From an optimization exercise on the open Yosys and OpenROAD flow, aimed at small area; shortcuts taken in it are not production practice. Only simulation tests tie the RTL to the original design; equivalence was not proved.

==> flow/design.v <==
module ascon_permutation (
    input  logic [319:0] state_in,
    input  logic [3:0]   rc,
    output logic [319:0] state_out
);
function automatic [63:0] rot(input [63:0] x, input integer n);
    rot = (x >> n) | (x << (64 - n));
endfunction
logic [63:0] x0, x1, x2, x3, x4;
logic [63:0] a0, a1, a2, a3, a4;
logic [63:0] b0, b1, b2, b3, b4;
always_comb begin
    x0 = state_in[319:256];
    x1 = state_in[255:192];
    x2 = state_in[191:128] ^ {56'd0, ~rc, rc};
    x3 = state_in[127:64];
    x4 = state_in[63:0];
    a0 = x0 ^ x4;
    a4 = x4 ^ x3;
    a2 = x2 ^ x1;
    b0 = a0 ^ (~x1 & a2);
    b1 = x1 ^ (~a2 & x3);
    b2 = a2 ^ (~x3 & a4);
    b3 = x3 ^ (~a4 & a0);
    b4 = a4 ^ (~a0 & x1);
    b1 = b1 ^ b0;
    b0 = b0 ^ b4;
    b3 = b3 ^ b2;
    b2 = ~b2;
    state_out[319:256] = b0 ^ rot(b0, 19) ^ rot(b0, 28);
    state_out[255:192] = b1 ^ rot(b1, 61) ^ rot(b1, 39);
    state_out[191:128] = b2 ^ rot(b2, 1)  ^ rot(b2, 6);
    state_out[127:64]  = b3 ^ rot(b3, 10) ^ rot(b3, 17);
    state_out[63:0]    = b4 ^ rot(b4, 7)  ^ rot(b4, 41);
end
endmodule
module ascon_state_machine (
    input  logic       clk,
    input  logic       rst_n,
    input  logic       msg_start,
    input  logic       msg_last,
    output logic       run,         
    output logic [3:0] rc,
    output logic       absorb,      
    output logic       capture,     
    output logic       hash_ready
);
logic       start_prev;
logic [1:0] sq;
wire block_edge = msg_start & ~start_prev & ~run & ~hash_ready;
wire last_round = (rc == 4'd7);
always_ff @(posedge clk or negedge rst_n) begin
    if (!rst_n) begin
        start_prev <= 1'b0;
        run        <= 1'b0;
        rc         <= 4'd12;
        sq         <= 2'd0;
        hash_ready <= 1'b0;
    end else begin
        start_prev <= msg_start;
        if (run) begin
            rc <= last_round ? 4'd12 : rc + 4'd1;
            if (last_round) begin
                if (!msg_last) begin
                    run <= 1'b0;
                end else if (sq == 2'd3) begin
                    run        <= 1'b0;
                    hash_ready <= 1'b1;
                end else begin
                    sq <= sq + 2'd1;
                end
            end
        end else if (block_edge) begin
            run <= 1'b1;
        end
    end
end
assign absorb  = run & (rc == 4'd12) & (sq == 2'd0);
assign capture = run & (rc == 4'd12) & (sq != 2'd0);
endmodule
module ascon_statmachine_top (
    input logic clk,
    input logic rst_n,
    input logic [63:0] msg_in,
    input logic msg_start,
    input logic msg_last,
    output logic [0:255] hash_out,
    output wire hash_ready
);
localparam [319:0] INIT_STATE = 320'h6a7a78353667c5aac79a235d95b5ac4847cd172ccff3184fa1893074191cd8dc0033ab61e5b0cdbd;
logic [319:0] state;
logic [319:0] round_out;
logic [63:0]  h2, h1, h0;
logic         run, absorb, capture;
logic [3:0]   rc;
ascon_state_machine state_machine (
    .clk(clk),
    .rst_n(rst_n),
    .msg_start(msg_start),
    .msg_last(msg_last),
    .run(run),
    .rc(rc),
    .absorb(absorb),
    .capture(capture),
    .hash_ready(hash_ready)
);
ascon_permutation ascon_permutation (
    .state_in({state[319:256] ^ (msg_in & {64{absorb}}), state[255:0]}),
    .rc(rc),
    .state_out(round_out)
);
always_ff @(posedge clk) begin
    if (!rst_n)
        state <= INIT_STATE;
    else if (run)
        state <= round_out;
end
always_ff @(posedge clk) begin
    if (capture) begin
        h2 <= state[319:256];
        h1 <= h2;
        h0 <= h1;
    end
end
assign hash_out = {state[319:256], h2, h1, h0};
endmodule
==> flow/config.mk <==
export PLATFORM = sky130hd
export DESIGN_NAME = ascon_statmachine_top
export DESIGN_NICKNAME = ascon_statmachine_top
export VERILOG_FILES = /design/flow/design.v
export SDC_FILE = /design/flow/constraint.sdc
export NUM_CORES = 4
export LEC_CHECK = 0
export CAP_MARGIN = 20
export CORE_MARGIN = 2
export CORE_UTILIZATION = 72
export GPL_TIMING_DRIVEN = 0
export SLEW_MARGIN = 20
==> flow/constraint.sdc <==
create_clock -name core_clock -period 6.0 [get_ports {clk}]
set_input_delay 1.2000 -clock core_clock [delete_from_list [all_inputs] [get_ports {clk}]]
set_output_delay 1.2000 -clock core_clock [all_outputs]
set_load 0.01 [all_outputs]
standard.sh (not shown) runs the stock make flow with config.mk's settings and CLKGATE_MAP_FILE= SYNTH_SCRIPT=/design/flow/synth_recipe.tcl, a recipe that flattens the netlist after the stock synthesis.
==> flow/flow/run.sh <==
#!/bin/bash
# ORFS layout with area-oriented changes. Each tool's output goes to the ORFS
# logs under orfs/logs/ and the make output to synth_make.log / layout_make.log.
#  - synthesis: the standard synthesis script, unchanged except that ABC
#    maps for area (flow/area.abc) and full adders are not extracted first;
#    registers, flattening and renaming are as in the standard synthesis
#  - no timing repair at floorplan (REMOVE_ABC_BUFFERS)
#  - port buffers use the smallest buffer (buf_1) instead of clkdlybuf4s50_1
#  - CTS with clkbuf_16 buffers, large sink clusters and without dummy loads
set -euo pipefail
W=$(pwd)
ABC_SCRIPT="$W/flow/area.abc"
{
  head -n 1 "$W/synth_recipe.tcl"
  sed "s#^source \$::env(SCRIPTS_DIR)/synth_preamble.tcl\$#&\nlset abc_args 1 $ABC_SCRIPT#" "$FLOW_HOME/scripts/synth.tcl"
  tail -n +3 "$W/synth_recipe.tcl"
} > "$W/area_synth.tcl"
grep -q "lset abc_args 1" "$W/area_synth.tcl"
bash standard.sh SYNTH_SCRIPT="$W/area_synth.tcl" ADDER_MAP_FILE= synth > synth_make.log 2>&1
# no sizing pass on the unbuffered area-mapped netlist at floorplan; the
# placement-stage repair_design buffers the high-fanout nets instead
export REMOVE_ABC_BUFFERS=1
export BUFFER_PORTS_ARGS="-buffer_cell sky130_fd_sc_hd__buf_1"
export CTS_ARGS="-sink_clustering_enable -repair_clock_nets -dont_use_dummy_load -buf_list sky130_fd_sc_hd__clkbuf_16 -sink_clustering_size 24 -sink_clustering_max_diameter 120"
bash standard.sh > layout_make.log 2>&1
==> flow/flow/area.abc <==
&get -n
&st
&dch
&nf -R 1000
&put
==> next run, changes <==
==> flow/flow/run.sh (replaced) <==
#!/bin/bash
# ORFS layout with area-oriented changes. Each tool's output goes to the ORFS
# logs under orfs/logs/ and the make output to synth_make.log / layout_make.log.
#  - synthesis: the standard synthesis script, unchanged except that ABC
#    maps for area (flow/area.abc) and full adders are not extracted first;
#    registers, flattening and renaming are as in the standard synthesis
#  - port buffers use the smallest buffer (buf_1) instead of clkdlybuf4s50_1
#  - CTS with clkbuf_8 buffers and without dummy loads
set -euo pipefail
W=$(pwd)
ABC_SCRIPT="$W/flow/area.abc"
{
  head -n 1 "$W/synth_recipe.tcl"
  sed "s#^source \$::env(SCRIPTS_DIR)/synth_preamble.tcl\$#&\nlset abc_args 1 $ABC_SCRIPT#" "$FLOW_HOME/scripts/synth.tcl"
  tail -n +3 "$W/synth_recipe.tcl"
} > "$W/area_synth.tcl"
grep -q "lset abc_args 1" "$W/area_synth.tcl"
bash standard.sh SYNTH_SCRIPT="$W/area_synth.tcl" ADDER_MAP_FILE= synth > synth_make.log 2>&1
export BUFFER_PORTS_ARGS="-buffer_cell sky130_fd_sc_hd__buf_1"
export CTS_ARGS="-sink_clustering_enable -repair_clock_nets -dont_use_dummy_load -buf_list sky130_fd_sc_hd__clkbuf_8 -sink_clustering_size 24 -sink_clustering_max_diameter 120"
bash standard.sh > layout_make.log 2>&1
CORE_UTILIZATION = 85   (was 72)
GPL_TIMING_DRIVEN = not set   (was 0)
Result: With this change the flow stopped in global placement without I/O (3_1_place_gp_skip_io); area after synthesis does not change; synthesized cell count does not change.
==> next run, changes <==
==> flow/flow/run.sh (replaced) <==
#!/bin/bash
# Standard ORFS layout with area-oriented tweaks:
#  - port buffers use the smallest buffer (buf_1) instead of clkdlybuf4s50_1
#  - CTS without dummy loads
#  - power (area) recovery after global routing downsizes non-critical cells
set -euo pipefail
export BUFFER_PORTS_ARGS="-buffer_cell sky130_fd_sc_hd__buf_1"
export CTS_ARGS="-sink_clustering_enable -repair_clock_nets -dont_use_dummy_load"
export RECOVER_POWER=100
bash standard.sh > orfs_make.log 2>&1
CORE_UTILIZATION = 60   (was 85)
removed: flow/flow/area.abc
This time the run finished but fails on max-capacitance violations, max-slew violations; area after synthesis climbs by 14%; synthesized cell count rose by 19%.
==> next run, changes <==
==> flow/run.sh (new file) <==
#!/bin/bash
# synth_recipe.tcl (not shown) runs the flow's synth.tcl, then flattens the netlist and writes it again
# the make line also repeats each setting of config.mk as NAME=value (left out here)
make -C /OpenROAD-flow-scripts/flow DESIGN_CONFIG=/design/flow/config.mk WORK_HOME=/design/flow/orfs CLKGATE_MAP_FILE= SYNTH_SCRIPT=/design/flow/synth_recipe.tcl finish
CORE_UTILIZATION = 40   (was 60)
removed: flow/flow/run.sh
removed: flow/standard.sh
After rerunning: Now the flow finished clean; global-route usage came out lower by 16 points; via count decreases by 5.7%; design area grows by 9.4%; first-iteration DRC count shrinks by 25%; worst hold slack is about the same; utilization goes down by 18 points; critical path depth rose by 8.
==> next run, changes <==
==> flow/flow/run.sh (new file) <==
#!/bin/bash
# ORFS layout with area-oriented changes. Each tool's output goes to the ORFS
# logs under orfs/logs/ and the make output to synth_make.log / layout_make.log.
#  - synthesis: the standard synthesis script, unchanged except that ABC
#    maps for area (flow/area.abc) and full adders are not extracted first;
#    registers, flattening and renaming are as in the standard synthesis
#  - no timing repair at floorplan (REMOVE_ABC_BUFFERS)
#  - port buffers use the smallest buffer (buf_1) instead of clkdlybuf4s50_1
#  - CTS with clkbuf_16 buffers, large sink clusters and without dummy loads
set -euo pipefail
W=$(pwd)
ABC_SCRIPT="$W/flow/area.abc"
{
  head -n 1 "$W/synth_recipe.tcl"
  sed "s#^source \$::env(SCRIPTS_DIR)/synth_preamble.tcl\$#&\nlset abc_args 1 $ABC_SCRIPT#" "$FLOW_HOME/scripts/synth.tcl"
  tail -n +3 "$W/synth_recipe.tcl"
} > "$W/area_synth.tcl"
grep -q "lset abc_args 1" "$W/area_synth.tcl"
bash standard.sh SYNTH_SCRIPT="$W/area_synth.tcl" ADDER_MAP_FILE= synth > synth_make.log 2>&1
# no sizing pass on the unbuffered area-mapped netlist at floorplan; the
# placement-stage repair_design buffers the high-fanout nets instead
export REMOVE_ABC_BUFFERS=1
# repair_design buffers high-fanout nets with small buffers only
export DONT_USE_CELLS="sky130_fd_sc_hd__buf_6 sky130_fd_sc_hd__buf_8 sky130_fd_sc_hd__buf_12 sky130_fd_sc_hd__buf_16 sky130_fd_sc_hd__bufbuf_8 sky130_fd_sc_hd__bufbuf_16"
export BUFFER_PORTS_ARGS="-buffer_cell sky130_fd_sc_hd__buf_1"
export CTS_ARGS="-sink_clustering_enable -repair_clock_nets -dont_use_dummy_load -buf_list sky130_fd_sc_hd__clkbuf_16 -sink_clustering_size 24 -sink_clustering_max_diameter 120"
bash standard.sh > layout_make.log 2>&1
==> flow/flow/area.abc (new file) <==
&get -n
&st
&dch
&nf -R 1000
&put
==> flow/standard.sh (new file) <==
#!/bin/bash
# synth_recipe.tcl (not shown) runs the flow's synth.tcl, then flattens the netlist and writes it again
# the make line also repeats each setting of config.mk as NAME=value (left out here)
make -C /OpenROAD-flow-scripts/flow DESIGN_CONFIG=/design/flow/config.mk WORK_HOME=/design/flow/orfs CLKGATE_MAP_FILE= SYNTH_SCRIPT=/design/flow/synth_recipe.tcl "${@:-finish}"
CORE_UTILIZATION = 72   (was 40)
GPL_TIMING_DRIVEN = 0   (was not set)
removed: flow/run.sh
Effect: The changed run finished with timing, DRC and antenna clean. Worst setup slack degrades by 910 ps. Sequential share of layout area increases by 7.1 points. Synthesized area falls by roughly a tenth. Clock-buffer cell count falls by 68. Design area fell by about a fifth. Maximum frequency shrinks by about a fifth.
==> next run, changes <==
--- a/flow/flow/run.sh
+++ b/flow/flow/run.sh
@@ -21,6 +21,4 @@
 # placement-stage repair_design buffers the high-fanout nets instead
 export REMOVE_ABC_BUFFERS=1
-# repair_design buffers high-fanout nets with small buffers only
-export DONT_USE_CELLS="sky130_fd_sc_hd__buf_6 sky130_fd_sc_hd__buf_8 sky130_fd_sc_hd__buf_12 sky130_fd_sc_hd__buf_16 sky130_fd_sc_hd__bufbuf_8 sky130_fd_sc_hd__bufbuf_16"
 export BUFFER_PORTS_ARGS="-buffer_cell sky130_fd_sc_hd__buf_1"
 export CTS_ARGS="-sink_clustering_enable -repair_clock_nets -dont_use_dummy_load -buf_list sky130_fd_sc_hd__clkbuf_16 -sink_clustering_size 24 -sink_clustering_max_diameter 120"
CORE_UTILIZATION = 60   (was 72)
=> Clock skew rose by 29 ps; die area went up by 20%; setup slack degrades by 140 ps; sequential share of layout area decreases by 0.27 points; routed wire length is about the same.

## re-timing with driven ports
How much do the figures lean on ideal ports? The routed layouts below were timed once more, with nothing changed but the port constraints.
Step 1, drivers: a clkbuf_16 drives clk and a buf_2 each remaining input, both assumed.
Step 2 also shifts input and output timing later by t, the mid clock arrival at the registers, as if the neighbouring blocks saw the same clock.
a / b / c = ideal / step 1 / step 2; a / b = the first two.
| run | t (ns) | slack for setup (ns) | worst data-port slew with drivers (ns) |
|---|---|---|---|
| the first run | 0.654 | 0.691 / 0.691 / 0.691 | 0.06 |
| the third run | 0.679 | 0.927 / 0.940 / 0.291 | 0.06 |
| the fourth run | 0.683 | 1.597 / 1.597 / 1.597 | 0.06 |
| the fifth run | 0.654 | 0.691 / 0.691 / 0.691 | 0.06 |
| the sixth run | 0.653 | 0.551 / 0.551 / 0.551 | 0.05 |
The setup slack of the third run, which loses most, moves by +0.013 ns with the drivers and by -0.636 ns with both steps.
